What follows belongs to an exercise in optimizing a design on an open flow for small area and a short achievable clock period; a production flow would make more cautious choices.
No functional check of the RTL was part of any run shown here.
The clock port is modelled as an ideal driver; clocking choices that lean on that would not hold on a real chip.
Power figures rest on the tool's default switching activity, not on a simulated workload.

===== standard.sh =====
#!/bin/bash
# synth_recipe.tcl (not shown) runs the flow's synth.tcl, then flattens the netlist and writes it again
# the make line also repeats each setting of config.mk as NAME=value (left out here)
make -C /OpenROAD-flow-scripts/flow DESIGN_CONFIG=/design/flow/config.mk WORK_HOME=/design/flow/orfs CLKGATE_MAP_FILE= SYNTH_SCRIPT=/design/flow/synth_recipe.tcl "${@:-finish}"

===== constraint.sdc =====
create_clock -name core_clock -period 5.0 [get_ports {clk_59}]
set_input_delay 1.0000 -clock core_clock [delete_from_list [all_inputs] [get_ports {clk_59}]]
set_output_delay 1.0000 -clock core_clock [all_outputs]
set_load 0.01 [all_outputs]

===== flow/run.sh =====
#!/bin/bash
# Standard ORFS layout, with plain buffers (instead of the default delay-style
# buffer) on the input and output ports.
set -euo pipefail
export BUFFER_PORTS_ARGS="-buffer_cell sky130_fd_sc_hd__buf_1"
bash standard.sh synth > synth.log 2>&1
bash standard.sh > layout.log 2>&1

===== config.mk =====
export PLATFORM = sky130hd
export DESIGN_NAME = mul_pipe
export DESIGN_NICKNAME = mul_pipe
export VERILOG_FILES = /design/flow/design.v
export SDC_FILE = /design/flow/constraint.sdc
export NUM_CORES = 4
export LEC_CHECK = 0
export CAP_MARGIN = 20
export CORE_MARGIN = 2
export CORE_UTILIZATION = 60
export CTS_BUF_LIST = sky130_fd_sc_hd__clkbuf_4 sky130_fd_sc_hd__clkbuf_8
export CTS_CLUSTER_DIAMETER = 60
export CTS_CLUSTER_SIZE = 30
export SETUP_SLACK_MARGIN = 3.2
export SLEW_MARGIN = 20
export TNS_END_PERCENT = 0

===== design.v =====
module mul_pipe(
	input [15:0] numA59,
	input [15:0] numB59,
	input clk_59,
	input reset_59,
	output reg [15:0] Acc_result_59
);
wire z1 = (numA59 == 16'h0000) | (numB59 == 16'h0000);
wire s1 = numA59[15] ^ numB59[15];
wire [4:0] e1 = numA59[14:10] + numB59[14:10] + 5'd17;
wire [10:0] bb = {1'b1, numB59[9:0]};
wire [4:0] one1, two1, neg1;
genvar gi;
generate for (gi = 0; gi < 5; gi = gi + 1) begin : benc
	wire b0 = (gi == 0) ? 1'b0 : bb[2*gi-1];
	wire b1 = bb[2*gi];
	wire b2 = bb[2*gi+1];
	assign one1[gi] = b1 ^ b0;
	assign two1[gi] = (b2 & ~b1 & ~b0) | (~b2 & b1 & b0);
	assign neg1[gi] = b2;   
end endgenerate
reg z2, s2; reg [4:0] e2; reg [9:0] ma2; reg [4:0] one2, two2, neg2; reg b9_2;
always @(posedge clk_59) begin
	z2 <= z1; s2 <= s1; e2 <= e1; ma2 <= numA59[9:0];
	one2 <= one1; two2 <= two1; neg2 <= neg1; b9_2 <= numB59[9];
end
wire pp1 = ((one2[0] & ma2[0])) ^ neg2[0];
wire pp2 = ((one2[0] & ma2[1]) | (two2[0] & ma2[0])) ^ neg2[0];
wire pp3 = ((one2[0] & ma2[2]) | (two2[0] & ma2[1])) ^ neg2[0];
wire pp4 = ((one2[0] & ma2[3]) | (two2[0] & ma2[2])) ^ neg2[0];
wire pp5 = ((one2[0] & ma2[4]) | (two2[0] & ma2[3])) ^ neg2[0];
wire pp6 = ((one2[0] & ma2[5]) | (two2[0] & ma2[4])) ^ neg2[0];
wire pp7 = ((one2[0] & ma2[6]) | (two2[0] & ma2[5])) ^ neg2[0];
wire pp8 = ((one2[0] & ma2[7]) | (two2[0] & ma2[6])) ^ neg2[0];
wire pp9 = ((one2[0] & ma2[8]) | (two2[0] & ma2[7])) ^ neg2[0];
wire pp10 = ((one2[0] & ma2[9]) | (two2[0] & ma2[8])) ^ neg2[0];
wire pp11 = (one2[0] | (two2[0] & ma2[9])) ^ neg2[0];
wire pp12 = (two2[0]) ^ neg2[0];
wire pp13 = ((one2[1] & ma2[0])) ^ neg2[1];
wire pp14 = ((one2[1] & ma2[1]) | (two2[1] & ma2[0])) ^ neg2[1];
wire pp15 = ((one2[1] & ma2[2]) | (two2[1] & ma2[1])) ^ neg2[1];
wire pp16 = ((one2[1] & ma2[3]) | (two2[1] & ma2[2])) ^ neg2[1];
wire pp17 = ((one2[1] & ma2[4]) | (two2[1] & ma2[3])) ^ neg2[1];
wire pp18 = ((one2[1] & ma2[5]) | (two2[1] & ma2[4])) ^ neg2[1];
wire pp19 = ((one2[1] & ma2[6]) | (two2[1] & ma2[5])) ^ neg2[1];
wire pp20 = ((one2[1] & ma2[7]) | (two2[1] & ma2[6])) ^ neg2[1];
wire pp21 = ((one2[1] & ma2[8]) | (two2[1] & ma2[7])) ^ neg2[1];
wire pp22 = ((one2[1] & ma2[9]) | (two2[1] & ma2[8])) ^ neg2[1];
wire pp23 = (one2[1] | (two2[1] & ma2[9])) ^ neg2[1];
wire pp24 = (two2[1]) ^ neg2[1];
wire pp25 = ((one2[2] & ma2[0])) ^ neg2[2];
wire pp26 = ((one2[2] & ma2[1]) | (two2[2] & ma2[0])) ^ neg2[2];
wire pp27 = ((one2[2] & ma2[2]) | (two2[2] & ma2[1])) ^ neg2[2];
wire pp28 = ((one2[2] & ma2[3]) | (two2[2] & ma2[2])) ^ neg2[2];
wire pp29 = ((one2[2] & ma2[4]) | (two2[2] & ma2[3])) ^ neg2[2];
wire pp30 = ((one2[2] & ma2[5]) | (two2[2] & ma2[4])) ^ neg2[2];
wire pp31 = ((one2[2] & ma2[6]) | (two2[2] & ma2[5])) ^ neg2[2];
wire pp32 = ((one2[2] & ma2[7]) | (two2[2] & ma2[6])) ^ neg2[2];
wire pp33 = ((one2[2] & ma2[8]) | (two2[2] & ma2[7])) ^ neg2[2];
wire pp34 = ((one2[2] & ma2[9]) | (two2[2] & ma2[8])) ^ neg2[2];
wire pp35 = (one2[2] | (two2[2] & ma2[9])) ^ neg2[2];
wire pp36 = (two2[2]) ^ neg2[2];
wire pp37 = ((one2[3] & ma2[0])) ^ neg2[3];
wire pp38 = ((one2[3] & ma2[1]) | (two2[3] & ma2[0])) ^ neg2[3];
wire pp39 = ((one2[3] & ma2[2]) | (two2[3] & ma2[1])) ^ neg2[3];
wire pp40 = ((one2[3] & ma2[3]) | (two2[3] & ma2[2])) ^ neg2[3];
wire pp41 = ((one2[3] & ma2[4]) | (two2[3] & ma2[3])) ^ neg2[3];
wire pp42 = ((one2[3] & ma2[5]) | (two2[3] & ma2[4])) ^ neg2[3];
wire pp43 = ((one2[3] & ma2[6]) | (two2[3] & ma2[5])) ^ neg2[3];
wire pp44 = ((one2[3] & ma2[7]) | (two2[3] & ma2[6])) ^ neg2[3];
wire pp45 = ((one2[3] & ma2[8]) | (two2[3] & ma2[7])) ^ neg2[3];
wire pp46 = ((one2[3] & ma2[9]) | (two2[3] & ma2[8])) ^ neg2[3];
wire pp47 = (one2[3] | (two2[3] & ma2[9])) ^ neg2[3];
wire pp48 = (two2[3]) ^ neg2[3];
wire pp49 = ((one2[4] & ma2[0])) ^ neg2[4];
wire pp50 = ((one2[4] & ma2[1]) | (two2[4] & ma2[0])) ^ neg2[4];
wire pp51 = ((one2[4] & ma2[2]) | (two2[4] & ma2[1])) ^ neg2[4];
wire pp52 = ((one2[4] & ma2[3]) | (two2[4] & ma2[2])) ^ neg2[4];
wire pp53 = ((one2[4] & ma2[4]) | (two2[4] & ma2[3])) ^ neg2[4];
wire pp54 = ((one2[4] & ma2[5]) | (two2[4] & ma2[4])) ^ neg2[4];
wire pp55 = ((one2[4] & ma2[6]) | (two2[4] & ma2[5])) ^ neg2[4];
wire pp56 = ((one2[4] & ma2[7]) | (two2[4] & ma2[6])) ^ neg2[4];
wire pp57 = ((one2[4] & ma2[8]) | (two2[4] & ma2[7])) ^ neg2[4];
wire pp58 = ((one2[4] & ma2[9]) | (two2[4] & ma2[8])) ^ neg2[4];
wire pp59 = (one2[4] | (two2[4] & ma2[9])) ^ neg2[4];
wire pp60 = (two2[4]) ^ neg2[4];
wire nn61 = ~neg2[0];
wire nn62 = ~neg2[1];
wire nn63 = ~neg2[2];
wire nn64 = ~neg2[3];
wire nn65 = ~neg2[4];
wire pr66 = ~b9_2 & ma2[0];
wire pr67 = b9_2 ? ma2[0] : ma2[1];
wire pr68 = b9_2 ? ma2[1] : ma2[2];
wire pr69 = b9_2 ? ma2[2] : ma2[3];
wire pr70 = b9_2 ? ma2[3] : ma2[4];
wire pr71 = b9_2 ? ma2[4] : ma2[5];
wire pr72 = b9_2 ? ma2[5] : ma2[6];
wire pr73 = b9_2 ? ma2[6] : ma2[7];
wire pr74 = b9_2 ? ma2[7] : ma2[8];
wire pr75 = b9_2 ? ma2[8] : ma2[9];
wire pr76 = b9_2 ? ma2[9] : 1'b1;
wire pr77 = b9_2;
wire s78 = neg2[1] ^ pp3;
wire c79 = neg2[1] & pp3;
wire s80 = pp4 ^ pp14;
wire c81 = pp4 & pp14;
wire s82 = neg2[2] ^ pp5 ^ pp15;
wire c83 = (neg2[2] & pp5) | (neg2[2] & pp15) | (pp5 & pp15);
wire s84 = pp25 ^ c81;
wire c85 = pp25 & c81;
wire s86 = pp6 ^ pp16 ^ pp26;
wire c87 = (pp6 & pp16) | (pp6 & pp26) | (pp16 & pp26);
wire s88 = c83 ^ c85;
wire c89 = c83 & c85;
wire s90 = neg2[3] ^ pp7 ^ pp17;
wire c91 = (neg2[3] & pp7) | (neg2[3] & pp17) | (pp7 & pp17);
wire s92 = pp27 ^ pp37 ^ c87;
wire c93 = (pp27 & pp37) | (pp27 & c87) | (pp37 & c87);
wire s94 = s90 ^ c89;
wire c95 = s90 & c89;
wire s96 = pp8 ^ pp18 ^ pp28;
wire c97 = (pp8 & pp18) | (pp8 & pp28) | (pp18 & pp28);
wire s98 = pp38 ^ c91 ^ s96;
wire c99 = (pp38 & c91) | (pp38 & s96) | (c91 & s96);
wire s100 = neg2[4] ^ pp9 ^ pp19;
wire c101 = (neg2[4] & pp9) | (neg2[4] & pp19) | (pp9 & pp19);
wire s102 = pp29 ^ pp39 ^ pp49;
wire c103 = (pp29 & pp39) | (pp29 & pp49) | (pp39 & pp49);
wire s104 = c97 ^ s100 ^ s102;
wire c105 = (c97 & s100) | (c97 & s102) | (s100 & s102);
wire s106 = pp10 ^ pp20 ^ pp30;
wire c107 = (pp10 & pp20) | (pp10 & pp30) | (pp20 & pp30);
wire s108 = pp40 ^ pp50 ^ c101;
wire c109 = (pp40 & pp50) | (pp40 & c101) | (pp50 & c101);
wire s110 = c103 ^ s106;
wire c111 = c103 & s106;
wire s112 = pr66 ^ pp11 ^ pp21;
wire c113 = (pr66 & pp11) | (pr66 & pp21) | (pp11 & pp21);
wire s114 = pp31 ^ pp41 ^ pp51;
wire c115 = (pp31 & pp41) | (pp31 & pp51) | (pp41 & pp51);
wire s116 = c107 ^ s112 ^ s114;
wire c117 = (c107 & s112) | (c107 & s114) | (s112 & s114);
wire s118 = pr67 ^ pp12 ^ pp22;
wire c119 = (pr67 & pp12) | (pr67 & pp22) | (pp12 & pp22);
wire s120 = pp32 ^ pp42 ^ pp52;
wire c121 = (pp32 & pp42) | (pp32 & pp52) | (pp42 & pp52);
wire s122 = c113 ^ c115 ^ s118;
wire c123 = (c113 & c115) | (c113 & s118) | (c115 & s118);
wire s124 = neg2[0] ^ pr68 ^ pp23;
wire c125 = (neg2[0] & pr68) | (neg2[0] & pp23) | (pr68 & pp23);
wire s126 = pp33 ^ pp43 ^ pp53;
wire c127 = (pp33 & pp43) | (pp33 & pp53) | (pp43 & pp53);
wire s128 = c119 ^ c121 ^ s124;
wire c129 = (c119 & c121) | (c119 & s124) | (c121 & s124);
wire s130 = neg2[0] ^ pr69 ^ pp24;
wire c131 = (neg2[0] & pr69) | (neg2[0] & pp24) | (pr69 & pp24);
wire s132 = pp34 ^ pp44 ^ pp54;
wire c133 = (pp34 & pp44) | (pp34 & pp54) | (pp44 & pp54);
wire s134 = c125 ^ c127 ^ s130;
wire c135 = (c125 & c127) | (c125 & s130) | (c127 & s130);
wire s136 = nn61 ^ nn62 ^ pr70;
wire c137 = (nn61 & nn62) | (nn61 & pr70) | (nn62 & pr70);
wire s138 = pp35 ^ pp45 ^ pp55;
wire c139 = (pp35 & pp45) | (pp35 & pp55) | (pp45 & pp55);
wire s140 = s136 ^ c131 ^ c133;
wire c141 = (s136 & c131) | (s136 & c133) | (c131 & c133);
wire s142 = ~(pr71 ^ pp36);
wire c143 = pr71 | pp36;
wire s144 = pp46 ^ pp56 ^ c137;
wire c145 = (pp46 & pp56) | (pp46 & c137) | (pp56 & c137);
wire s146 = s142 ^ c139;
wire c147 = s142 & c139;
wire s148 = s144 ^ s146;
wire c149 = s144 & s146;
wire s150 = nn63 ^ pr72 ^ pp47;
wire c151 = (nn63 & pr72) | (nn63 & pp47) | (pr72 & pp47);
wire s152 = pp57 ^ c143 ^ s150;
wire c153 = (pp57 & c143) | (pp57 & s150) | (c143 & s150);
wire s154 = c145 ^ c147;
wire c155 = c145 & c147;
wire s156 = ~(pr73 ^ pp48);
wire c157 = pr73 | pp48;
wire s158 = pp58 ^ s156 ^ c151;
wire c159 = (pp58 & s156) | (pp58 & c151) | (s156 & c151);
wire s160 = nn64 ^ pr74 ^ pp59;
wire c161 = (nn64 & pr74) | (nn64 & pp59) | (pr74 & pp59);
wire s162 = c157 ^ s160;
wire c163 = c157 & s160;
wire s164 = ~(pr75 ^ pp60);
wire c165 = pr75 | pp60;
wire s166 = s164 ^ c161;
wire c167 = s164 & c161;
wire s168 = nn65 ^ pr76 ^ c165;
wire c169 = (nn65 & pr76) | (nn65 & c165) | (pr76 & c165);
wire s170 = ~pr77;
wire lw_g0 = pp1 & neg2[0];
wire lw_p0 = pp1 ^ neg2[0];
wire lw_g1 = pp2 & 1'b0;
wire lw_p1 = pp2 ^ 1'b0;
wire lw_g2 = pp13 & s78;
wire lw_p2 = pp13 ^ s78;
wire lw_g3 = c79 & s80;
wire lw_p3 = c79 ^ s80;
wire lw_g4 = s82 & s84;
wire lw_p4 = s82 ^ s84;
wire lw_G0_1 = lw_g1 | (lw_p1 & lw_g0);
wire lw_G0_2 = lw_g2 | (lw_p2 & lw_g1);
wire lw_P0_2 = lw_p2 & lw_p1;
wire lw_G0_3 = lw_g3 | (lw_p3 & lw_g2);
wire lw_P0_3 = lw_p3 & lw_p2;
wire lw_G0_4 = lw_g4 | (lw_p4 & lw_g3);
wire lw_P0_4 = lw_p4 & lw_p3;
wire lw_G1_2 = lw_G0_2 | (lw_P0_2 & lw_g0);
wire lw_G1_3 = lw_G0_3 | (lw_P0_3 & lw_G0_1);
wire lw_G1_4 = lw_G0_4 | (lw_P0_4 & lw_G0_2);
wire lw_P1_4 = lw_P0_4 & lw_P0_2;
wire lw_G2_4 = lw_G1_4 | (lw_P1_4 & lw_g0);
wire [4:0] lw = {lw_p4 ^ lw_G1_3, lw_p3 ^ lw_G1_2, lw_p2 ^ lw_G0_1, lw_p1 ^ lw_g0, lw_p0};
wire lw_co = lw_G2_4;
wire [5:0] lowsum = {lw_co, lw};
reg [43:0] t3; reg z3, s3; reg [4:0] e3;
always @(posedge clk_59) begin
	z3 <= z2; s3 <= s2; e3 <= e2;
	t3 <= {s170, c169, s168, c167, s166, c163, s162, c159, c155, c153, s158, s154, c149, s152, s148, c141, s140, c135, s138, s134, c129, s132, s128, c123, s126, s122, c117, s120, s116, c109, c111, c105, s108, s110, s104, c99, s98, c95, c93, s94, s92, lowsum[5], s88, s86};
end
wire s171 = t3[0] ^ t3[1];
wire c172 = t3[0] & t3[1];
wire s173 = t3[3] ^ t3[4];
wire c174 = t3[3] & t3[4];
wire s175 = t3[5] ^ t3[6] ^ t3[7];
wire c176 = (t3[5] & t3[6]) | (t3[5] & t3[7]) | (t3[6] & t3[7]);
wire s177 = t3[8] ^ t3[9];
wire c178 = t3[8] & t3[9];
wire s179 = t3[10] ^ t3[11] ^ t3[12];
wire c180 = (t3[10] & t3[11]) | (t3[10] & t3[12]) | (t3[11] & t3[12]);
wire s181 = t3[13] ^ t3[14] ^ t3[15];
wire c182 = (t3[13] & t3[14]) | (t3[13] & t3[15]) | (t3[14] & t3[15]);
wire s183 = t3[16] ^ t3[17] ^ t3[18];
wire c184 = (t3[16] & t3[17]) | (t3[16] & t3[18]) | (t3[17] & t3[18]);
wire s185 = t3[19] ^ t3[20] ^ t3[21];
wire c186 = (t3[19] & t3[20]) | (t3[19] & t3[21]) | (t3[20] & t3[21]);
wire s187 = t3[22] ^ t3[23] ^ t3[24];
wire c188 = (t3[22] & t3[23]) | (t3[22] & t3[24]) | (t3[23] & t3[24]);
wire s189 = t3[25] ^ t3[26] ^ t3[27];
wire c190 = (t3[25] & t3[26]) | (t3[25] & t3[27]) | (t3[26] & t3[27]);
wire s191 = t3[28] ^ t3[29];
wire c192 = t3[28] & t3[29];
wire s193 = t3[30] ^ t3[31] ^ t3[32];
wire c194 = (t3[30] & t3[31]) | (t3[30] & t3[32]) | (t3[31] & t3[32]);
wire s195 = t3[33] ^ t3[34] ^ t3[35];
wire c196 = (t3[33] & t3[34]) | (t3[33] & t3[35]) | (t3[34] & t3[35]);
wire s197 = t3[36] ^ t3[37];
wire c198 = t3[36] & t3[37];
wire s199 = t3[38] ^ t3[39];
wire c200 = t3[38] & t3[39];
wire s201 = t3[40] ^ t3[41];
wire c202 = t3[40] & t3[41];
wire s203 = t3[42] ^ t3[43];
wire c204 = t3[42] & t3[43];
wire la_g0 = t3[2] & s171;
wire la_p0 = t3[2] ^ s171;
wire la_g1 = c172 & s173;
wire la_p1 = c172 ^ s173;
wire la_g2 = c174 & s175;
wire la_p2 = c174 ^ s175;
wire la_g3 = c176 & s177;
wire la_p3 = c176 ^ s177;
wire la_g4 = c178 & s179;
wire la_p4 = c178 ^ s179;
wire la_g5 = c180 & s181;
wire la_p5 = c180 ^ s181;
wire la_g6 = c182 & s183;
wire la_p6 = c182 ^ s183;
wire la_g7 = c184 & s185;
wire la_p7 = c184 ^ s185;
wire la_g8 = c186 & s187;
wire la_p8 = c186 ^ s187;
wire la_G0_1 = la_g1 | (la_p1 & la_g0);
wire la_G0_2 = la_g2 | (la_p2 & la_g1);
wire la_P0_2 = la_p2 & la_p1;
wire la_G0_3 = la_g3 | (la_p3 & la_g2);
wire la_P0_3 = la_p3 & la_p2;
wire la_G0_4 = la_g4 | (la_p4 & la_g3);
wire la_P0_4 = la_p4 & la_p3;
wire la_G0_5 = la_g5 | (la_p5 & la_g4);
wire la_P0_5 = la_p5 & la_p4;
wire la_G0_6 = la_g6 | (la_p6 & la_g5);
wire la_P0_6 = la_p6 & la_p5;
wire la_G0_7 = la_g7 | (la_p7 & la_g6);
wire la_P0_7 = la_p7 & la_p6;
wire la_G0_8 = la_g8 | (la_p8 & la_g7);
wire la_P0_8 = la_p8 & la_p7;
wire la_G1_2 = la_G0_2 | (la_P0_2 & la_g0);
wire la_G1_3 = la_G0_3 | (la_P0_3 & la_G0_1);
wire la_G1_4 = la_G0_4 | (la_P0_4 & la_G0_2);
wire la_P1_4 = la_P0_4 & la_P0_2;
wire la_G1_5 = la_G0_5 | (la_P0_5 & la_G0_3);
wire la_P1_5 = la_P0_5 & la_P0_3;
wire la_G1_6 = la_G0_6 | (la_P0_6 & la_G0_4);
wire la_P1_6 = la_P0_6 & la_P0_4;
wire la_G1_7 = la_G0_7 | (la_P0_7 & la_G0_5);
wire la_P1_7 = la_P0_7 & la_P0_5;
wire la_G1_8 = la_G0_8 | (la_P0_8 & la_G0_6);
wire la_P1_8 = la_P0_8 & la_P0_6;
wire la_G2_4 = la_G1_4 | (la_P1_4 & la_g0);
wire la_G2_5 = la_G1_5 | (la_P1_5 & la_G0_1);
wire la_G2_6 = la_G1_6 | (la_P1_6 & la_G1_2);
wire la_G2_7 = la_G1_7 | (la_P1_7 & la_G1_3);
wire la_G2_8 = la_G1_8 | (la_P1_8 & la_G1_4);
wire la_P2_8 = la_P1_8 & la_P1_4;
wire la_G3_8 = la_G2_8 | (la_P2_8 & la_g0);
wire [13:5] la = {la_p8 ^ la_G2_7, la_p7 ^ la_G2_6, la_p6 ^ la_G2_5, la_p5 ^ la_G2_4, la_p4 ^ la_G1_3, la_p3 ^ la_G1_2, la_p2 ^ la_G0_1, la_p1 ^ la_g0, la_p0};
wire la_co = la_G3_8;
wire [14:5] sl3 = {la_co, la};
wire [21:14] xh3 = {c202, c200, c198, c196, c194, c192, c190, c188};
wire [21:14] yh3 = {s203, s201, s199, s197, s195, s193, s191, s189};
wire hs_g0 = c188 & s189;
wire hs_p0 = c188 ^ s189;
wire hs_g1 = c190 & s191;
wire hs_p1 = c190 ^ s191;
wire hs_g2 = c192 & s193;
wire hs_p2 = c192 ^ s193;
wire hs_g3 = c194 & s195;
wire hs_p3 = c194 ^ s195;
wire hs_g4 = c196 & s197;
wire hs_p4 = c196 ^ s197;
wire hs_g5 = c198 & s199;
wire hs_p5 = c198 ^ s199;
wire hs_g6 = c200 & s201;
wire hs_p6 = c200 ^ s201;
wire hs_g7 = c202 & s203;
wire hs_p7 = c202 ^ s203;
wire hs_G0_1 = hs_g1 | (hs_p1 & hs_g0);
wire hs_G0_2 = hs_g2 | (hs_p2 & hs_g1);
wire hs_P0_2 = hs_p2 & hs_p1;
wire hs_G0_3 = hs_g3 | (hs_p3 & hs_g2);
wire hs_P0_3 = hs_p3 & hs_p2;
wire hs_G0_4 = hs_g4 | (hs_p4 & hs_g3);
wire hs_P0_4 = hs_p4 & hs_p3;
wire hs_G0_5 = hs_g5 | (hs_p5 & hs_g4);
wire hs_P0_5 = hs_p5 & hs_p4;
wire hs_G0_6 = hs_g6 | (hs_p6 & hs_g5);
wire hs_P0_6 = hs_p6 & hs_p5;
wire hs_G0_7 = hs_g7 | (hs_p7 & hs_g6);
wire hs_P0_7 = hs_p7 & hs_p6;
wire hs_G1_2 = hs_G0_2 | (hs_P0_2 & hs_g0);
wire hs_G1_3 = hs_G0_3 | (hs_P0_3 & hs_G0_1);
wire hs_G1_4 = hs_G0_4 | (hs_P0_4 & hs_G0_2);
wire hs_P1_4 = hs_P0_4 & hs_P0_2;
wire hs_G1_5 = hs_G0_5 | (hs_P0_5 & hs_G0_3);
wire hs_P1_5 = hs_P0_5 & hs_P0_3;
wire hs_G1_6 = hs_G0_6 | (hs_P0_6 & hs_G0_4);
wire hs_P1_6 = hs_P0_6 & hs_P0_4;
wire hs_G1_7 = hs_G0_7 | (hs_P0_7 & hs_G0_5);
wire hs_P1_7 = hs_P0_7 & hs_P0_5;
wire hs_G2_4 = hs_G1_4 | (hs_P1_4 & hs_g0);
wire hs_G2_5 = hs_G1_5 | (hs_P1_5 & hs_G0_1);
wire hs_G2_6 = hs_G1_6 | (hs_P1_6 & hs_G1_2);
wire hs_G2_7 = hs_G1_7 | (hs_P1_7 & hs_G1_3);
wire [21:14] hs = {hs_p7 ^ hs_G2_6, hs_p6 ^ hs_G2_5, hs_p5 ^ hs_G2_4, hs_p4 ^ hs_G1_3, hs_p3 ^ hs_G1_2, hs_p2 ^ hs_G0_1, hs_p1 ^ hs_g0, hs_p0};
wire [21:14] h3 = hs;
reg [13:10] pl4; reg cs4; reg [21:14] h4; reg z4, s4; reg [4:0] e4;
always @(posedge clk_59) begin
	z4 <= z3; s4 <= s3; e4 <= e3; pl4 <= sl3[13:10]; cs4 <= sl3[14];
	h4 <= h3;
end
wire io1 = h4[14];
wire io2 = h4[14] & h4[15];
wire io3 = h4[14] & h4[15] & h4[16];
wire io4 = h4[14] & h4[15] & h4[16] & h4[17];
wire io5 = h4[14] & h4[15] & h4[16] & h4[17] & h4[18];
wire io6 = h4[14] & h4[15] & h4[16] & h4[17] & h4[18] & h4[19];
wire io7 = h4[14] & h4[15] & h4[16] & h4[17] & h4[18] & h4[19] & h4[20];
wire [21:14] ph4 = {h4[21] ^ (cs4 & io7), h4[20] ^ (cs4 & io6), h4[19] ^ (cs4 & io5), h4[18] ^ (cs4 & io4), h4[17] ^ (cs4 & io3), h4[16] ^ (cs4 & io2), h4[15] ^ (cs4 & io1), h4[14] ^ cs4};
wire [21:10] q4 = {ph4, pl4};
wire [9:0] m4 = q4[21] ? q4[20:11] : q4[19:10];
wire [4:0] e4p = e4 + 5'd1;
wire [4:0] x4 = q4[21] ? e4p : e4;
always @(posedge clk_59) begin
	Acc_result_59 <= z4 ? 16'h0000 : {s4, x4, m4};
end
endmodule

==> notes.md, run 1 <==
- Status: no timing/DRC/antenna violations
- WP data arrival: approximately 2400 ps
- Post-synthesis mux area share: between 3 and 4%
- Peak Freq: between 400 and 500 MHz
- Tcrit/Tclk final: 41.9%
- Critical Path Max Stage Delay: approximately 530 ps
- Largest area contributor in the netlist: dfxtp_1
- Synth top cells by count: dfxtp_1 (119), xnor2_1 (68), ha_1 (48), a22oi_1 (44), inv_1 (43)
- Crit-path slowest cell: fa_1
- Hold Path Class: reg -> reg
- Worst Tran Pin Value: a little over 800 ps
- Port bufs: 48
- Worst skew pair latency: approximately 430 ps
- Routed WL: roughly 11 mm
- Layout Cells excl Fill: between 700 and 800
- Tmin final: ~2100 ps
- Diode count: 0
- Slew Limit Headroom: a little under half
- Die Span X: between 100 and 150 um
- Unrepaired setup endpoints after global routing: yes
- CP Launch Type: flip-flop
- Final Skew: 9.73 ps
- Cell area after synthesis: ~6200 sq um
- DR pass1 iterations: 4
- Longest Clk Path Bufs: 2
- Synth Area per Inst: approximately 11 sq um
- DIE HEIGHT: 106 um
- Largest net degree at the start of global routing: 26
- Ys flop type: dfxtp_1
- Synth warnings: 1
- CTS H-tree lvls: 4
- Cell family with most CP delay: adder cells
- Total Routing Usage GR: 22.3%
- Synth Area in Simple Gates: around 7.4%
- Crit. End Element: flip-flop
- RD Place Congestion: 0.892
- Global-route wire length before repair: 19.3 mm
- Worst Path Max Fanout: 3
- Synth top area cells: dfxtp_1 (38%), fa_1 (14%), ha_1 (9.7%), xnor2_1 (9.6%), a22oi_1 (5.3%)
- Cell Count Post-Placement: 720
- Vias per cell: around 5.4
- Num ports: 50
- Number of synthesized register bits: 119
- # hold bufs at CTS: 0
- Post-synth cell types: 47
- VDD IR max: roughly 0.00027 V
- Synth Net Count: 690
- Full die area: approximately 11000 sq um
- Final setup fails: 0
- DRT antenna net count: 0
- Final slew viol count: 0
- WP buf/inv: 0
- CP Cell Sequence: fa_1, ha_2, fa_2, a21o_1, a21oi_2, or4b_1, o311ai_1
- Routed WL per cell: 14.9 um
- DR iter-0 viols: 293
- Largest family of logic cells by synthesized area: adder cells
- Layout cells sized above 1: 14.3%
- Share of the synthesized area in the top cell type: about two fifths
- Post-synthesis xor/xnor area fraction: a little under an eighth
- P_leak: 2.95 nW
- Sequential element share of the synthesized area: approximately two fifths
- Ys async rst share: 0%
- Final global-route overflow total: 0
- CTS root buffer: clkbuf_8
- Core box area: around 10000 sq um
- Via count: 4098
- Post-synth EDFFs: 0
- Residual DRC count: 0
- CP required: 5330 ps
- Cts bufs inserted: 17
- Dpl hpwl: approximately 8.5 mm
- Area Growth Syn to Fin: 13.6%
- Clk sinks: between 100 and 150
- Number of global-route vias before repair: between 4k and 5k
- Setup TNS: 0 ps
- CTS clk-pin slew, worst paths: 70 ps
- Post-synthesis compound-gate area fraction: 10.9%
- Top-count cell post-synth: dfxtp_1
- Post-synthesis adder-cell area fraction: a little under a quarter
- CP Class: reg -> reg
- Filler instances: around 800
- Pwr Density: about 600 nW/um^2
- Rows: 37
- CTS tree: done
- Total of max-cap violations: 0
- Initial core utilization: approximately 61%
- Cells after Synth: 566
- Antenna violations before repair: 0
- Nets: 734
- Final Hold Fails: 0
[registers in the layout, summed over array words and instances (netlist names)]
signal / cells
e3: 5
ma2: 10
z2: 1
e2: 5
t3: 44
s3: 1
s4: 1
h4: 8
cs4: 1
e4: 5
pl4: 4
one2: 5
s2: 1
Acc_result_59: 16
z3: 1
z4: 1
neg2: 5
two2: 5
[worst register-to-register path: stages, from the launching register on]
cell      delay, ps
dfxtp_2         320
fa_1            530
ha_2            180
fa_2            200
a21o_1          120
a21oi_2          70
or4b_1          470
o311ai_1        100
[power breakdown]
part	internal, W	leakage (nW)	total, W	switching, W
clock	0.000481	0.209	0.000845	0.000364
sequential	0.00128	1.00	0.00147	0.000190
combinational	0.000939	1.74	0.00188	0.000945
total	0.00270	2.95	0.00420	0.00150
[what timing repair did]
item / 4_1_cts / 5_1_grt
gates cloned: 0 / 1
hold endpoints to repair: 0 / 0
gates resized for setup: 20 / 13
setup endpoints to repair: 71 / 69
setup buffers: 3 / 3
pin swaps: 6 / 3
[final timing paths]
path               start      to  slack, ps  cells after the start
setup reg to reg  t3[25]  h4[20]       2900                      7
hold reg to reg    e3[2]   e4[2]        330                      0
setup / recovery  t3[25]  h4[20]       2900                      7
hold / removal     e3[2]   e4[2]        330                      0
[layout make-up]
type,count,area (sq um),area share [%]
clock inverters,7,66.3,0.939
clock buffers,25,332,4.70
flip-flops and latches,119,2420,34.2
repair buffers,56,270,3.83
well taps,136,170,2.41
inverters,44,169,2.39
multi-input cells,372,3640,51.5
[stage by stage]
step           instance area (sq um)  setup WS [ps]  utilization, %  total power [W]  hold slack [ps]
2_1_floorplan                   6300           2950               -          0.00285              310
3_3_place_gp                    6520           2590            64.0          0.00317              312
3_5_place_dp                    6520           2570            64.0          0.00326              312
4_1_cts                         6970           2870            68.5          0.00417              327
5_1_grt                         7060           2830            69.3          0.00459              332
6_report                        7060           2900            69.3          0.00420              326
[cell families after synthesis]
logic type / after synthesis
buffers and inverters: 75
AND/OR/NAND/NOR: 80
adder cells (fa/ha/maj): 90
AO/OA/AOI/OAI: 99
flip-flops: 119
XOR/XNOR: 82
multiplexers: 21
[placed cells by master (no fill, tap or decap), types with 5 or more instances in the layout]
master / instances
a21o_1: 5
nor2b_1: 6
dfxtp_1: 96
nor4_1: 8
clkbuf_8: 23
mux2i_1: 14
nor2_1: 10
o21ai_0: 12
xnor2_1: 68
dfxtp_2: 21
ha_1: 42
nand4_1: 6
nand2b_1: 17
fa_1: 40
buf_4: 6
a22oi_1: 44
buf_1: 48
nand2_1: 10
inv_1: 40
a21oi_1: 16
nand3b_1: 5
xor2_1: 13
[layer usage]
metal / part of all wire [%] / GRT usage (%) / up-vias / wire length [um]
li1: - / - / 2023 / -
met1: 46 / 30.5 / 1938 / 5190
met2: 47 / 34.6 / 123 / 5300
met3: 6.2 / 6.12 / 14 / 700
met4: 1.3 / 7.24 / 0 / 143
met5: 0 / 0 / - / 0
==> inputs of run 2 (changes only) <==
--- a/config.mk
+++ b/config.mk
@@ -12,5 +12,5 @@
 export CTS_CLUSTER_DIAMETER = 60
 export CTS_CLUSTER_SIZE = 30
-export SETUP_SLACK_MARGIN = 3.2
+export SETUP_SLACK_MARGIN = 3.0
 export SLEW_MARGIN = 20
 export TNS_END_PERCENT = 0
==> notes.md, run 2 <==
- Status: no timing/DRC/antenna violations
- DR iter-0 viols: 293 (unchanged)
- CTS root buffer: clkbuf_8
- WP data arrival: 2420 ps (about the same)
- Tmin final: 2100 ps (unchanged)
- Clock Power Share: 20.1% (about the same)
- Num ports: 50 (unchanged)
- Core box area: 10200 sq um (unchanged)
- Number of global-route vias before repair: 4007 (unchanged)
- Post-synth cell types: 47 (unchanged)
- Clk sinks: 119 (unchanged)
- Cell Int Power: 0.00270 W (unchanged)
- Via count: 4098 (unchanged)
- CP required: 5330 ps (about the same)
- Worst Tran Pin Value: 810 ps (unchanged)
- Number of synthesized register bits: 119 (unchanged)
- Die Span X: 106 um (unchanged)
- Pre-CTS WS: 2570 ps (unchanged)
- Rows: 37 (unchanged)
- Max reg flops: 44 (unchanged)
- VDD IR max: 0.000270 V (unchanged)
- Synth top cells by count: dfxtp_1 (119), xnor2_1 (68), ha_1 (48), a22oi_1 (44), inv_1 (43)
- Multi-input gate area: 3640 sq um (unchanged)
- Largest net degree at the start of global routing: 26 (unchanged)
- Synth warnings: 1 (unchanged)
- Ys flop type: dfxtp_1
- Vias per cell: 5.40 (unchanged)
- Top flop regs: t3: 44 flops, Acc_result_59: 16 flops, ma2: 10 flops
- DRT antenna net count: 0 (unchanged)
- Layout cells sized above 1: 14.3% (unchanged)
- Full die area: 11200 sq um (unchanged)
- Final Skew: 9.73 ps (unchanged)
- Cell area after synthesis: 6220 sq um (unchanged)
- Antenna violations before repair: 0 (unchanged)
- Crit-path slowest cell: fa_1
- Area Growth Syn to Fin: 13.6% (unchanged)
- Ys async rst share: 0% (unchanged)
- WP buf/inv: 0 (unchanged)
- Worst Path Max Fanout: 3 (unchanged)
- Area of placed instances: 6520 sq um (unchanged)
- CP Cell Sequence: fa_1, ha_2, fa_2, a21o_1, a21oi_2, or4b_1, o311ai_1
- Gate power share: 44.8% (about the same)
- RD Place Congestion: 0.892 (unchanged)
- CTS tree: done
- Port bufs: 48 (unchanged)
- Share of the synthesized area in the top cell type: 38.3% (unchanged)
- # hold bufs at CTS: 0 (unchanged)
- Final Hold Fails: 0 (unchanged)
- Most frequent cells in the layout: dfxtp_1 (96), xnor2_1 (68), buf_1 (48)
- Routed WL: 11.3 mm (unchanged)
- CP Launch Type: flip-flop
- Setup TNS: 0 ps (unchanged)
- Flop pwr share: 35.1% (about the same)
- Top-count cell post-synth: dfxtp_1
- Crit. End Element: flip-flop
- Synth top area cells: dfxtp_1 (38%), fa_1 (14%), ha_1 (9.7%), xnor2_1 (9.6%), a22oi_1 (5.3%)
- Total of max-cap violations: 0 (unchanged)
- Filler instances: 788 (unchanged)
- Tcrit/Tclk final: 41.9% (unchanged)
- Residual DRC count: 0 (unchanged)
- Worst skew pair latency: 430 ps (about the same)
- Unrepaired setup endpoints after global routing: yes
- CP Class: reg -> reg
- Post-synth EDFFs: 0 (unchanged)
- Slew Limit Headroom: 46.0% (unchanged)
- Peak Freq: 477 MHz (unchanged)
- Total Routing Usage GR: 22.3% (unchanged)
- DIE HEIGHT: 106 um (unchanged)
- Pwr Density: 595 nW/um^2 (unchanged)
- Sequential element share of the synthesized area: 38.3% (unchanged)
- Final global-route overflow total: 0 (unchanged)
- Final slew viol count: 0 (unchanged)
- CTS H-tree lvls: 4 (unchanged)
- Reg area: 2420 sq um (unchanged)
- CTS clk-pin slew, worst paths: 70 ps (about the same)
- Largest area contributor in the netlist: dfxtp_1
- Final setup fails: 0 (unchanged)
- Cts bufs inserted: 17 (unchanged)
- Final Cell Area: 7060 sq um (unchanged)
- Slack of the critical path: 2900 ps (unchanged)
- Switching share of power: 35.6% (unchanged)
- Diode count: 0 (unchanged)
- Routed WL per cell: 14.9 um (unchanged)
- P_sw: 0.00150 W (unchanged)
- Hold Path Class: reg -> reg
- Cells after Synth: 566 (unchanged)
- P_leak: 2.95 nW (unchanged)
- Initial core utilization: 61.0% (unchanged)
- Cell family with most CP delay: adder cells
- Most common cell after layout, fill and taps aside: dfxtp_1
- Global-route wire length before repair: 19.3 mm (unchanged)
- Critical Path Max Stage Delay: 530 ps (about the same)
- Dpl hpwl: 8.47 mm (unchanged)
- Synth Area per Inst: 11.0 sq um (unchanged)
- Synth Net Count: 690 (unchanged)
- Nets: 734 (unchanged)
- DR pass1 iterations: 4 (unchanged)
- Longest Clk Path Bufs: 2 (unchanged)
- Top reg by flops: t3
run 2: path summary, 6_finish.rpt:
check | from | to | slack, ps | depth (start not counted)
min | e3[2] | e4[2] | 330 | 0
max reg2reg | t3[25] | h4[20] | 2900 | 7
max | t3[25] | h4[20] | 2900 | 7
min reg2reg | e3[2] | e4[2] | 330 | 0
run 2: layout make-up:
| cell class | instances | area share (%) |
|---|---|---|
| clock buffers | 25 | 4.70 |
| repair buffers | 56 | 3.83 |
| clock inverters | 7 | 0.939 |
| flip-flops and latches | 119 | 34.2 |
| inverters | 44 | 2.39 |
| well taps | 136 | 2.41 |
| multi-input cells | 372 | 51.5 |
run 2: per-layer routing:
| layer | global-route usage (%) | share of wire, % | routed length, um |
|---|---|---|---|
| met4 | 7.24 | 1.3 | 143 |
| met5 | 0 | 0 | 0 |
| met1 | 30.5 | 46 | 5190 |
| met2 | 34.6 | 47 | 5300 |
| met3 | 6.12 | 6.2 | 700 |
run 2: metrics by stage:
stage | util (%) | hold WS (ps) | total power [W] | cells
floorplan | - | 310 | 0.00285 | 566
global placement | 64.0 | 312 | 0.00317 | 720
detailed placement | 64.0 | 312 | 0.00326 | 720
CTS | 68.5 | 327 | 0.00417 | 755
global route | 69.3 | 332 | 0.00459 | 759
finish | 69.3 | 326 | 0.00420 | 759
run 2: cell families after synthesis:
| group | Yosys count | synth area share, % |
|---|---|---|
| DFF | 119 | 38.3 |
| AOI/OAI and AO/OA | 99 | 10.9 |
| adders and majority gates | 90 | 23.2 |
| xor gates and xnor gates | 82 | 11.9 |
| and+or+nand+nor | 80 | 7.43 |
| buffers and inverters | 75 | 4.71 |
| muxes | 21 | 3.58 |
run 2: power groups by stage:
stage	Combinational [W]	Sequential, W	Clock, W
after floorplan	0.00141	0.00144	0
after global placement	0.00169	0.00148	0
after detailed placement	0.00177	0.00149	0
after CTS	0.00183	0.00148	0.000862
after global routing	0.00217	0.00151	0.000906
final	0.00188	0.00147	0.000845
run 2: what timing repair did:
| action | in CTS | in global routing |
|---|---|---|
| setup buffers | 3 | 3 |
| gates resized for setup | 20 | 13 |
| setup endpoints to repair | 34 | 39 |
| pin swaps | 6 | 3 |
| gates cloned | 0 | 1 |
| endpoints found under the hold margin | 0 | 0 |
==> inputs of run 3 (changes only) <==
--- a/config.mk
+++ b/config.mk
@@ -14,3 +14,3 @@
 export SETUP_SLACK_MARGIN = 3.0
 export SLEW_MARGIN = 20
-export TNS_END_PERCENT = 0
+export TNS_END_PERCENT = 100
==> notes.md, run 3 <==
- Final Hold Fails: 0 (unchanged)
- DR iter-0 viols: 222 (-24%)
- Diode count: 0 (unchanged)
- Status: no timing/DRC/antenna violations
- Global-route wire length before repair: 19.7 mm (+1.8%)
- Cts bufs inserted: 17 (unchanged)
- Rows: 37 (unchanged)
- Slack of the critical path: 2900 ps (-4.36 ps)
- Number of synthesized register bits: 119 (unchanged)
- Cell area after synthesis: 6220 sq um (unchanged)
- Longest Clk Path Bufs: 2 (unchanged)
- Port bufs: 48 (unchanged)
- Num ports: 50 (unchanged)
- Synth Area per Inst: 11.0 sq um (unchanged)
- Tmin final: 2100 ps (+4.36 ps)
- Highest routed metal layer: met4
- Routed met1 length: 5.63 mm (+8.5%)
- Routed wl met3: 665 um (-5.0%)
- Vias per cell: 5.51 (+2.0%)
- CTS root buffer: clkbuf_8
- DIE HEIGHT: 106 um (unchanged)
- Post-synth cell types: 47 (unchanged)
- Flop pwr share: 31.8% (-3.3 points)
- Worst Tran Pin Value: 777 ps (-32.5 ps)
- Largest area contributor in the netlist: dfxtp_1
- CTS tree: done
- Tcrit/Tclk final: 42.0% (+0.087 points)
- Top flop regs: t3: 44 flops, Acc_result_59: 16 flops, ma2: 10 flops
- Core box area: 10200 sq um (unchanged)
- Max reg flops: 44 (unchanged)
- Share of the synthesized area in the top cell type: 38.3% (unchanged)
- CP Class: reg -> reg
- P_sw: 0.00171 W (+14%)
- Top-count cell post-synth: dfxtp_1
- Via count: 4279 (+4.4%)
- WP data arrival: 2430 ps (about the same)
- P_leak: 3.08 nW (+4.4%)
- Number of global-route vias before repair: 4100 (+2.3%)
- DRT antenna net count: 0 (unchanged)
- RD Place Congestion: 0.892 (about the same)
- Die Span X: 106 um (unchanged)
- Synth top area cells: dfxtp_1 (38%), fa_1 (14%), ha_1 (9.7%), xnor2_1 (9.6%), a22oi_1 (5.3%)
- Slew Limit Headroom: 48.1% (+2.2 points)
- Antenna violations before repair: 0 (unchanged)
- Cells after Synth: 566 (unchanged)
- Largest net degree at the start of global routing: 26 (unchanged)
- Top reg by flops: t3
- Most common cell after layout, fill and taps aside: dfxtp_1
- Sequential element share of the synthesized area: 38.3% (unchanged)
- Most frequent cells in the layout: dfxtp_1 (90), xnor2_1 (64), buf_1 (48)
- Clk sinks: 119 (unchanged)
- Worst Path Max Fanout: 3 (unchanged)
- Gate power share: 48.7% (+3.9 points)
- Setup TNS: 0 ps (unchanged)
- CP required: 5330 ps (about the same)
- Residual DRC count: 0 (unchanged)
- CTS H-tree lvls: 4 (unchanged)
- Final setup fails: 0 (unchanged)
- Area Growth Syn to Fin: 20.3%
- Hold Path Class: reg -> reg
- DR pass1 iterations: 5 (+1)
- Final global-route overflow total: 0 (unchanged)
- CP Launch Type: flip-flop
- Cell Int Power: 0.00294 W (+8.7%)
- Clock Power Share: 19.5% (-0.6 points)
- Crit. End Element: flip-flop
- VDD IR max: 0.000339 V (+26%)
- Dpl hpwl: 8.56 mm (+1.0%)
- Synth top cells by count: dfxtp_1 (119), xnor2_1 (68), ha_1 (48), a22oi_1 (44), inv_1 (43)
- Switching share of power: 36.8% (+1.1 points)
- WL met2: 6.08 mm (+15%)
- Initial core utilization: 61.0% (unchanged)
- Full die area: 11200 sq um (unchanged)
- Pre-CTS WS: 2580 ps (+7.90 ps)
- Synth warnings: 1 (unchanged)
- Unrepaired setup endpoints after global routing: yes
- Final Skew: 18.2 ps (+8.42 ps)
- CTS clk-pin slew, worst paths: 80 ps (about the same)
- Total of max-cap violations: 0 (unchanged)
- Routed WL per cell: 16.2 um (+8.4%)
- Final slew viol count: 0 (unchanged)
- Pwr Density: 622 nW/um^2 (+4.5%)
- Synth Net Count: 690 (unchanged)
- Ys flop type: dfxtp_1
- Post-synth EDFFs: 0 (unchanged)
- Routed WL: 12.6 mm (+11%)
- Layout cells sized above 1: 21.5% (+7.2 points)
- Worst skew pair latency: 420 ps (about the same)
- # hold bufs at CTS: 0 (unchanged)
- Nets: 752 (+2.5%)
- Ys async rst share: 0% (unchanged)
- Peak Freq: 476 MHz (-0.21%)
- Total Routing Usage GR: 22.5% (+0.15 points)
run 3: cell counts after synthesis:
No cell type changed its count.
run 3: worst max-delay path, stage by stage, from the launching register on:
cell and delay, ps:
dfxtp_2 330, fa_2 600, ha_4 140, fa_2 190, a21o_1 130, a21oi_2 70, or4b_1 470, o311ai_1 90
run 3: final cells by class:
cell class | instances | area [sq um]
Fill cell | 713 | 2710
Inverter | 44 | 173
Clock inverter | 12 | 141
Clock buffer | 20 | 275
Multi-Input combinational cell | 372 | 3800
Sequential cell | 119 | 2460
Timing Repair Buffer | 74 | 450
Tap cell | 136 | 170
run 3: cell families after synthesis:
family	after synthesis	synth area share, %
adder cells (fa/ha/maj)	90	23.2
buffers and inverters	75	4.71
multiplexers	21	3.58
AO/OA/AOI/OAI	99	10.9
AND/OR/NAND/NOR	80	7.43
flip-flops	119	38.3
XOR/XNOR	82	11.9
run 3: final timing paths:
kind / from / to / slack [ps] / cells after the start
worst max-delay path: t3[25] / h4[20] / 2900 / 7
worst min-delay path: s2 / s3 / 320 / 0
worst max register to register: t3[25] / h4[20] / 2900 / 7
worst min register to register: s2 / s3 / 320 / 0
run 3: per-stage QoR:
stage / hold slack [ps] / power, W / instance area (sq um) / utilization, % / cells
final: 324 / 0.00465 / 7480 / 73.4 / 777
after global routing: 336 / 0.00500 / 7480 / 73.4 / 777
after CTS: 325 / 0.00439 / 7160 / 70.3 / 758
after detailed placement: 312 / 0.00327 / 6520 / 64.0 / 720
after global placement: 312 / 0.00317 / 6520 / 64.0 / 720
after floorplan: 310 / 0.00285 / 6310 / - / 566
run 3: power by group through the flow:
stage / clock network (W) / registers, W / logic (W)
finish: 0.000906 / 0.00148 / 0.00227
global route: 0.000962 / 0.00152 / 0.00252
CTS: 0.000917 / 0.00148 / 0.00200
detailed placement: 0 / 0.00150 / 0.00177
global placement: 0 / 0.00148 / 0.00169
floorplan: 0 / 0.00144 / 0.00141
run 3: repair_timing:
action / 4_1_cts / 5_1_grt
hold endpoints to repair: 0 / 0
gates cloned: 1 / 1
endpoints found under the setup margin: 32 / 17
pin swaps: 13 / 27
setup buffers: 5 / 18
resized for setup: 52 / 35
run 3: routing by layer:
layer  track usage (%)  vias up
met5                 0        -
met4              8.36        0
met3              3.77       18
met2              36.3      177
met1              30.5     2023
li1                  -     2061
==> inputs of run 4 (changes only) <==
--- a/design.v
+++ b/design.v
@@ -195,29 +195,5 @@
 wire c169 = (nn65 & pr76) | (nn65 & c165) | (pr76 & c165);
 wire s170 = ~pr77;
-wire lw_g0 = pp1 & neg2[0];
-wire lw_p0 = pp1 ^ neg2[0];
-wire lw_g1 = pp2 & 1'b0;
-wire lw_p1 = pp2 ^ 1'b0;
-wire lw_g2 = pp13 & s78;
-wire lw_p2 = pp13 ^ s78;
-wire lw_g3 = c79 & s80;
-wire lw_p3 = c79 ^ s80;
-wire lw_g4 = s82 & s84;
-wire lw_p4 = s82 ^ s84;
-wire lw_G0_1 = lw_g1 | (lw_p1 & lw_g0);
-wire lw_G0_2 = lw_g2 | (lw_p2 & lw_g1);
-wire lw_P0_2 = lw_p2 & lw_p1;
-wire lw_G0_3 = lw_g3 | (lw_p3 & lw_g2);
-wire lw_P0_3 = lw_p3 & lw_p2;
-wire lw_G0_4 = lw_g4 | (lw_p4 & lw_g3);
-wire lw_P0_4 = lw_p4 & lw_p3;
-wire lw_G1_2 = lw_G0_2 | (lw_P0_2 & lw_g0);
-wire lw_G1_3 = lw_G0_3 | (lw_P0_3 & lw_G0_1);
-wire lw_G1_4 = lw_G0_4 | (lw_P0_4 & lw_G0_2);
-wire lw_P1_4 = lw_P0_4 & lw_P0_2;
-wire lw_G2_4 = lw_G1_4 | (lw_P1_4 & lw_g0);
-wire [4:0] lw = {lw_p4 ^ lw_G1_3, lw_p3 ^ lw_G1_2, lw_p2 ^ lw_G0_1, lw_p1 ^ lw_g0, lw_p0};
-wire lw_co = lw_G2_4;
-wire [5:0] lowsum = {lw_co, lw};
+wire [5:0] lowsum = {1'b0, s82, c79, pp13, pp2, pp1} + {1'b0, s84, s80, s78, 1'b0, neg2[0]};
 reg [43:0] t3; reg z3, s3; reg [4:0] e3;
 always @(posedge clk_59) begin
--- a/config.mk
+++ b/config.mk
@@ -12,5 +12,5 @@
 export CTS_CLUSTER_DIAMETER = 60
 export CTS_CLUSTER_SIZE = 30
-export SETUP_SLACK_MARGIN = 3.0
+export SETUP_SLACK_MARGIN = 3.2
 export SLEW_MARGIN = 20
-export TNS_END_PERCENT = 100
+export TNS_END_PERCENT = 0
==> notes.md, run 4 <==
- Worst Path Max Fanout: 2 (-1)
- Worst skew pair latency: 430 ps (about the same)
- Cts bufs inserted: 17 (unchanged)
- DIE HEIGHT: 104 um (-1.6%)
- Final Power: 0.00415 W (-11%)
- CP Class: reg -> reg
- Routed WL per cell: 15.4 um (-4.8%)
- Area Growth Syn to Fin: 13.7%
- DRT antenna net count: 0 (unchanged)
- Hold Path Class: reg -> reg
- Routing usage on met2: 35.2% (-1.1 points)
- Die Span X: 104 um (-1.6%)
- Via count: 3978 (-7.0%)
- Tmin final: 2090 ps (-6.76 ps)
- R2R cell count: 8 (+1)
- Total of max-cap violations: 0 (unchanged)
- Slack of the critical path: 2910 ps (+6.76 ps)
- Synth Net Count: 672 (-2.6%)
- Total Routing Usage GR: 22.1% (-0.36 points)
- Rows: 36 (-2.7%)
- RR Endpoint: h4[20]
- Filler instances: 761 (+6.7%)
- VDD IR max: 0.000329 V (-3.1%)
- Hold Path Cell Cnt: 0 (unchanged)
- Cell area after synthesis: 6020 sq um (-3.2%)
- CTS root buffer: clkbuf_8
- Full die area: 10800 sq um (-3.1%)
- Most frequent cells in the layout: dfxtp_1 (99), xnor2_1 (67), buf_1 (48)
- Share of the synthesized area in the top cell type: 39.6% (+1.3 points)
- Final Hold Fails: 0 (unchanged)
- Clk sinks: 119 (unchanged)
- Vias per cell: 5.41 (-1.7%)
- Slew Limit Headroom: 56.3% (+8.2 points)
- Final slew viol count: 0 (unchanged)
- Global routing's busiest layer: met2
- Post-synthesis adder-cell area fraction: 24.0% (+0.77 points)
- Final Skew: 11.9 ps (-6.22 ps)
- Diode count: 0 (unchanged)
- Final global-route overflow total: 0 (unchanged)
- CTS H-tree lvls: 4 (unchanged)
- Met3 Track Usage GR: 5.26% (+1.5 points)
- Multi-input gate area: 3460 sq um (-9.0%)
- Synth Area in Simple Gates: 6.43% (-1.0 points)
- Reg area: 2420 sq um (-1.6%)
- Global-route wire length before repair: 18.8 mm (-4.5%)
- Worst r2r src: t3[25]
- P_leak: 2.86 nW (-7.0%)
- DR pass1 iterations: 5 (unchanged)
- Num ports: 50 (unchanged)
- CTS clk-pin slew, worst paths: 70 ps (about the same)
- Post-synthesis xor/xnor area fraction: 12.1% (+0.23 points)
- Port bufs: 48 (unchanged)
- Status: no timing/DRC/antenna violations
- Most common cell after layout, fill and taps aside: dfxtp_1
- DR iter-0 viols: 234 (+5.4%)
- Post-synthesis mux area share: 2.60% (-0.98 points)
- Ys async rst share: 0% (unchanged)
- Cells after Synth: 548 (-3.2%)
- Post-synth EDFFs: 0 (unchanged)
- Initial core utilization: 61.5% (+0.51 points)
- RD Place Congestion: 0.898 (+0.68%)
- CTS tree: done
- Pwr Density: 606 nW/um^2 (-2.6%)
- Max reg flops: 44 (unchanged)
- Unrepaired setup endpoints after global routing: yes
- R2r setup slk: 2910 ps (about the same)
- # hold bufs at CTS: 0 (unchanged)
- Post-synthesis compound-gate area fraction: 11.1% (+0.20 points)
- Largest area contributor in the netlist: dfxtp_1
- Top flop regs: t3: 44 flops, Acc_result_59: 16 flops, ma2: 10 flops
- Ys flop type: dfxtp_1
- Hold Path Sink: e4[3]
- Tcrit/Tclk final: 41.9% (-0.14 points)
- Number of synthesized register bits: 119 (unchanged)
- Sequential element share of the synthesized area: 39.6% (+1.3 points)
- Top reg by flops: t3
- Pre-CTS WS: 2540 ps (-45.6 ps)
- Longest Clk Path Bufs: 2 (unchanged)
- Post-synth cell types: 39 (-17%)
- Synth warnings: 1 (unchanged)
- Routed WL: 11.3 mm (-9.9%)
- Nets: 714 (-5.1%)
- Dpl hpwl: 8.14 mm (-4.8%)
- Crit. End Element: flip-flop
- Antenna violations before repair: 0 (unchanged)
- Largest family of logic cells by synthesized area: adder cells
- Synth Area per Inst: 11.0 sq um (about the same)
- Critical path origin: t3[25]
- Layout cells sized above 1: 12.6% (-8.9 points)
- Top-count cell post-synth: dfxtp_1
- CP Launch Type: flip-flop
- Setup TNS: 0 ps (unchanged)
- Synth top area cells: dfxtp_1 (40%), fa_1 (14%), ha_1 (10%), xnor2_1 (9.9%), a22oi_1 (5.6%)
- Core box area: 9770 sq um (-4.0%)
- Routing usage on met1: 30.2% (-0.32 points)
- Hold Path Origin: e3[3]
- Largest net degree at the start of global routing: 24 (-7.7%)
- Number of global-route vias before repair: 3914 (-4.5%)
- Peak Freq: 478 MHz (+0.32%)
- CP required: 5350 ps (+20 ps)
- WP data arrival: 2450 ps (+20 ps)
- Worst Tran Pin Value: 655 ps (-122 ps)
- Synth top cells by count: dfxtp_1 (119), xnor2_1 (68), ha_1 (48), a22oi_1 (45), fa_1 (42)
- Final setup fails: 0 (unchanged)
- Residual DRC count: 0 (unchanged)
## run 4: cell type report
class                      count  area share, %
multi-input combinational    363           50.6
sequential                   119           35.4
clock buffer                  23           4.17
timing repair buffer          52           3.18
tap                          133           2.43
clock inverter                 8           2.16
inverter                      37           2.03
## run 4: repair_timing
item | 4_1_cts | 5_1_grt
resized for setup | 19 | 19
endpoints found under the setup margin | 69 | 70
pin swaps | 1 | 2
setup buffers | 1 | 2
## run 4: worst max-delay path, cell delays in order, from the launching register on
cell and delay [ps]:
dfxtp_1 320, fa_1 470, ha_2 200, fa_2 340, a21o_1 190, a21oi_2 160, o21bai_1 90, a21oi_2 130
xnor2_1 120
## run 4: how the worst max path moves through the flow
stage | cells past startpoint | slack, ps | end
4_1_cts | 8 | 2870 | h4[20]
3_5_place_dp | 7 | 2540 | t3[2]
6_report | 8 | 2910 | h4[20]
5_1_grt | 8 | 2820 | h4[20]
2_1_floorplan | 8 | 2970 | h4[20]
3_3_place_gp | 7 | 2570 | t3[2]
## run 4: per-stage QoR
step	cell area [sq um]	instances	hold WS, ps	util [%]
finish	6840	735	326	70.0
global route	6840	735	334	70.0
CTS	6770	733	328	69.2
detailed placement	6300	701	312	64.4
global placement	6300	701	312	64.4
floorplan	6070	548	310	-
## run 4: cell families after synthesis
logic type	count (synthesis)
adder cells (fa/ha/maj)	90
XOR/XNOR	83
AND/OR/NAND/NOR	75
AO/OA/AOI/OAI	100
flip-flops	119
buffers and inverters	66
multiplexers	15
## run 4: power by group
group	internal, W	leakage, nW	total, W	switching, W
logic	0.000847	1.63	0.00174	0.000895
registers	0.00128	1.00	0.00146	0.000174
clock network	0.000582	0.225	0.000948	0.000366
## run 4: metal layers
layer | wire length, um | share of wire [%] | vias up
met1 | 5210 | 46 | 1868
met2 | 5390 | 48 | 141
met3 | 610 | 5.4 | 13
met5 | 0 | 0 | -
met4 | 113 | 1.0 | 0
li1 | - | - | 1956
==> inputs of run 5 (changes only) <==
--- a/design.v
+++ b/design.v
@@ -195,5 +195,29 @@
 wire c169 = (nn65 & pr76) | (nn65 & c165) | (pr76 & c165);
 wire s170 = ~pr77;
-wire [5:0] lowsum = {1'b0, s82, c79, pp13, pp2, pp1} + {1'b0, s84, s80, s78, 1'b0, neg2[0]};
+wire lw_g0 = pp1 & neg2[0];
+wire lw_p0 = pp1 ^ neg2[0];
+wire lw_g1 = pp2 & 1'b0;
+wire lw_p1 = pp2 ^ 1'b0;
+wire lw_g2 = pp13 & s78;
+wire lw_p2 = pp13 ^ s78;
+wire lw_g3 = c79 & s80;
+wire lw_p3 = c79 ^ s80;
+wire lw_g4 = s82 & s84;
+wire lw_p4 = s82 ^ s84;
+wire lw_G0_1 = lw_g1 | (lw_p1 & lw_g0);
+wire lw_G0_2 = lw_g2 | (lw_p2 & lw_g1);
+wire lw_P0_2 = lw_p2 & lw_p1;
+wire lw_G0_3 = lw_g3 | (lw_p3 & lw_g2);
+wire lw_P0_3 = lw_p3 & lw_p2;
+wire lw_G0_4 = lw_g4 | (lw_p4 & lw_g3);
+wire lw_P0_4 = lw_p4 & lw_p3;
+wire lw_G1_2 = lw_G0_2 | (lw_P0_2 & lw_g0);
+wire lw_G1_3 = lw_G0_3 | (lw_P0_3 & lw_G0_1);
+wire lw_G1_4 = lw_G0_4 | (lw_P0_4 & lw_G0_2);
+wire lw_P1_4 = lw_P0_4 & lw_P0_2;
+wire lw_G2_4 = lw_G1_4 | (lw_P1_4 & lw_g0);
+wire [4:0] lw = {lw_p4 ^ lw_G1_3, lw_p3 ^ lw_G1_2, lw_p2 ^ lw_G0_1, lw_p1 ^ lw_g0, lw_p0};
+wire lw_co = lw_G2_4;
+wire [5:0] lowsum = {lw_co, lw};
 reg [43:0] t3; reg z3, s3; reg [4:0] e3;
 always @(posedge clk_59) begin
==> flow/run.sh (replaced) <==
#!/bin/bash
# Standard ORFS layout, with plain buffers (instead of the default delay-style
# buffer) on the input and output ports, and flip-flops that drive six or more
# loads given their strongest drive before clock tree synthesis.
set -euo pipefail
export BUFFER_PORTS_ARGS="-buffer_cell sky130_fd_sc_hd__buf_1"
export PRE_CTS_TCL="$PWD/flow/upsize.tcl"
bash standard.sh synth > synth.log 2>&1
bash standard.sh > layout.log 2>&1
==> flow/upsize.tcl (new file) <==
# Before clock tree synthesis: give flip-flops that drive many loads directly the
# strongest drive of their own cell family (same function, larger drive).
set n 0
foreach inst [get_cells *] {
  set ref [get_property $inst ref_name]
  if {![string match "sky130_fd_sc_hd__dfxtp_*" $ref] || $ref eq "sky130_fd_sc_hd__dfxtp_4"} continue
  set fo 0
  foreach q [get_pins -of_objects $inst -filter "direction == output"] {
    set net [get_nets -quiet -of_objects $q]
    if {$net eq ""} continue
    incr fo [llength [get_pins -quiet -of_objects $net -filter "direction == input"]]
  }
  if {$fo >= 6} {
    replace_cell $inst sky130_fd_sc_hd__dfxtp_4
    incr n
  }
}
puts "upsize.tcl: $n flip-flops set to dfxtp_4"
==> notes.md, run 5 <==
- Worst r2r src: t3[25]
- Largest area contributor in the netlist: dfxtp_1
- Routed WL: 11.5 mm (+1.7%)
- DRT antenna net count: 0 (unchanged)
- Cell Int Power: 0.00262 W (-3.4%)
- CP Class: reg -> reg
- Routed WL per cell: 15.2 um (-1.5%)
- Ys flop type: dfxtp_1
- Final Hold Fails: 0 (unchanged)
- Hold Path Cell Cnt: 0 (unchanged)
- Sequential element share of the synthesized area: 38.3% (-1.3 points)
- Top flop regs: t3: 44 flops, Acc_result_59: 16 flops, ma2: 10 flops
- Clock Power Share: 18.5% (-4.4 points)
- Largest net degree at the start of global routing: 26 (+8.3%)
- CTS clk-pin slew, worst paths: 70 ps (about the same)
- Antenna violations before repair: 0 (unchanged)
- RR Endpoint: h4[20]
- Global-route wire length before repair: 19.7 mm (+4.5%)
- Nets: 734 (+2.8%)
- Port bufs: 48 (unchanged)
- R2R cell count: 7 (-1)
- Die Span X: 106 um (+1.6%)
- Number of global-route vias before repair: 4085 (+4.4%)
- Rows: 37 (+2.8%)
- Hold Path Class: reg -> reg
- P_sw: 0.00150 W (+4.4%)
- Worst Path Max Fanout: 3 (+1)
- R2r setup slk: 2890 ps (-20 ps)
- Most common cell after layout, fill and taps aside: dfxtp_1
- Tmin final: 2110 ps (+15.1 ps)
- Peak Freq: 474 MHz (-0.72%)
- Crit-path slowest cell: fa_1
- WL met2: 5.56 mm (+3.3%)
- Final global-route overflow total: 0 (unchanged)
- Worst Tran Pin Value: 403 ps (-251 ps)
- CP Launch Type: flip-flop
- Critical Path Max Stage Delay: 530 ps (+60 ps)
- # hold bufs at CTS: 0 (unchanged)
- Tcrit/Tclk final: 42.2% (+0.30 points)
- Area Growth Syn to Fin: 14.0%
- Ys async rst share: 0% (unchanged)
- Flop pwr share: 35.9% (+0.8 points)
- Slew Limit Headroom: 72.9% (+17 points)
- Routed met1 length: 5.13 mm (-1.6%)
- Status: no timing/DRC/antenna violations
- CP Cell Sequence: fa_1, ha_2, fa_2, a21o_1, a21oi_2, or4b_4, o311ai_2
- Final Skew: 11.4 ps (-0.564 ps)
- Number of synthesized register bits: 119 (unchanged)
- Worst skew pair latency: 420 ps (about the same)
- Switching share of power: 36.4% (+1.8 points)
- Final Power: 0.00412 W (-0.71%)
- DR iter-0 viols: 336 (+44%)
- Filler instances: 799 (+5.0%)
- WP data arrival: 2430 ps (-20 ps)
- Gate power share: 45.7% (+3.7 points)
- DIE HEIGHT: 106 um (+1.6%)
- Top reg by flops: t3
- Max reg flops: 44 (unchanged)
- Post-synth EDFFs: 0 (unchanged)
- Crit. End Element: flip-flop
- Hold Path Sink: e4[2]
- Cell area after synthesis: 6220 sq um (+3.3%)
- Hold Path Origin: e3[2]
- Post-synth cell types: 47 (+21%)
- Share of the synthesized area in the top cell type: 38.3% (-1.3 points)
- Cts bufs inserted: 17 (unchanged)
- Synth top cells by count: dfxtp_1 (119), xnor2_1 (68), ha_1 (48), a22oi_1 (44), inv_1 (43)
- Most frequent cells in the layout: dfxtp_1 (89), xnor2_1 (68), buf_1 (48)
- Final slew viol count: 0 (unchanged)
- Layout cells sized above 1: 14.9% (+2.3 points)
- CTS tree: done
- Top-count cell post-synth: dfxtp_1
- Unrepaired setup endpoints after global routing: yes
- Vias per cell: 5.44 (+0.49%)
- VDD IR max: 0.000259 V (-21%)
- RD Place Congestion: 0.892 (-0.71%)
- Synth Net Count: 690 (+2.7%)
- Num ports: 50 (unchanged)
- Synth Area per Inst: 11.0 sq um (about the same)
- Highest routed metal layer: met4
- Total of max-cap violations: 0 (unchanged)
- Via count: 4128 (+3.8%)
- Setup TNS: 0 ps (unchanged)
- Full die area: 11200 sq um (+3.2%)
- DR pass1 iterations: 6 (+1)
- CP required: 5320 ps (-30 ps)
- Final setup fails: 0 (unchanged)
- Total Routing Usage GR: 22.8% (+0.70 points)
- Diode count: 0 (unchanged)
- Routed wl met3: 755 um (+24%)
- P_leak: 2.94 nW (+2.7%)
- Util after Layout: 69.6% (-0.44 points)
- Core box area: 10200 sq um (+4.2%)
- Synth top area cells: dfxtp_1 (38%), fa_1 (14%), ha_1 (9.7%), xnor2_1 (9.6%), a22oi_1 (5.3%)
- Clk sinks: 119 (unchanged)
- Dpl hpwl: 8.47 mm (+4.0%)
- Cells after Synth: 566 (+3.3%)
- Synth warnings: 1 (unchanged)
- Pwr Density: 581 nW/um^2 (-4.1%)
- Initial core utilization: 61.0% (-0.51 points)
- Residual DRC count: 0 (unchanged)
==> run 5: cell types whose count changed after synthesis, moves of 4 or more <==
cell and delta:
inv_1 +6, a21oi_1 -5, nor2_1 -8, mux2i_1 +4
nand2b_1 +11, nand2_1 -4
==> run 5: worst max-delay path by stage <==
| stage | slack (ps) | endpoint | cells after the start | from |
|---|---|---|---|---|
| floorplan | 2950 | e2[2] | 5 | numB59[11] |
| global placement | 2590 | t3[9] | 5 | neg2[3] |
| detailed placement | 2570 | t3[9] | 5 | neg2[3] |
| CTS | 2850 | h4[20] | 7 | t3[25] |
| global route | 2820 | h4[20] | 7 | t3[25] |
| finish | 2890 | h4[20] | 7 | t3[25] |
==> run 5: timing repair <==
action,CTS,global route
hold endpoints to repair,0,0
setup buffers,3,3
resized for setup,6,5
pin swaps,6,5
gates cloned,0,1
endpoints found under the setup margin,56,65
==> run 5: power groups by stage <==
| stage | logic (W) | clock network (W) | registers [W] |
|---|---|---|---|
| 2_1_floorplan | 0.00141 | 0 | 0.00144 |
| 3_3_place_gp | 0.00169 | 0 | 0.00148 |
| 3_5_place_dp | 0.00177 | 0 | 0.00149 |
| 4_1_cts | 0.00186 | 0.000783 | 0.00148 |
| 5_1_grt | 0.00217 | 0.000828 | 0.00151 |
| 6_report | 0.00188 | 0.000760 | 0.00148 |
==> run 5: cells by family (layout without fill, tap and decap cells) <==
logic type / after synthesis / count (layout) / synth area share, %
AO/OA/AOI/OAI: 99 / 99 / 10.9
adder cells (fa/ha/maj): 90 / 90 / 23.2
buffers and inverters: 75 / 132 / 4.71
flip-flops: 119 / 119 / 38.3
AND/OR/NAND/NOR: 80 / 80 / 7.43
multiplexers: 21 / 21 / 3.58
XOR/XNOR: 82 / 82 / 11.9
==> run 5: cell type report <==
type | count | area [sq um] | area share, %
Tap cell | 136 | 170 | 2.40
Inverter | 44 | 169 | 2.38
Clock buffer | 20 | 263 | 3.71
Sequential cell | 119 | 2490 | 35.1
Timing Repair Buffer | 56 | 270 | 3.81
Clock inverter | 12 | 83.8 | 1.18
Multi-Input combinational cell | 372 | 3640 | 51.4
==> run 5: critical path, delay by kind of cell, from the launching register on <==
family	cells	cell delay [ps]
simple gates	1	490
flops	1	320
compound gates	3	300
fa+ha+maj	3	900
==> run 5: per-layer routing <==
layer | track usage (%) | vias up
li1 | - | 2028
met3 | 6.43 | 6
met1 | 30.6 | 1960
met2 | 35.9 | 134
met4 | 7.14 | 0
met5 | 0 | -
==> run 5: metrics by stage <==
| step | hold WS [ps] | cell area [sq um] | cells | worst slack [ps] |
|---|---|---|---|---|
| floorplan | 310 | 6300 | 566 | 2950 |
| global placement | 312 | 6520 | 720 | 2590 |
| detailed placement | 312 | 6520 | 720 | 2570 |
| CTS | 322 | 7020 | 755 | 2850 |
| global route | 325 | 7080 | 759 | 2820 |
| finish | 320 | 7080 | 759 | 2890 |

Setup slack of run 5, layout unchanged: 2.891 ns with ideal ports, 2.891 ns with driving cells assumed (clock clkbuf_16, inputs buf_2), 2.771 ns with port delays also shifted by the 0.455 ns mid clock arrival.
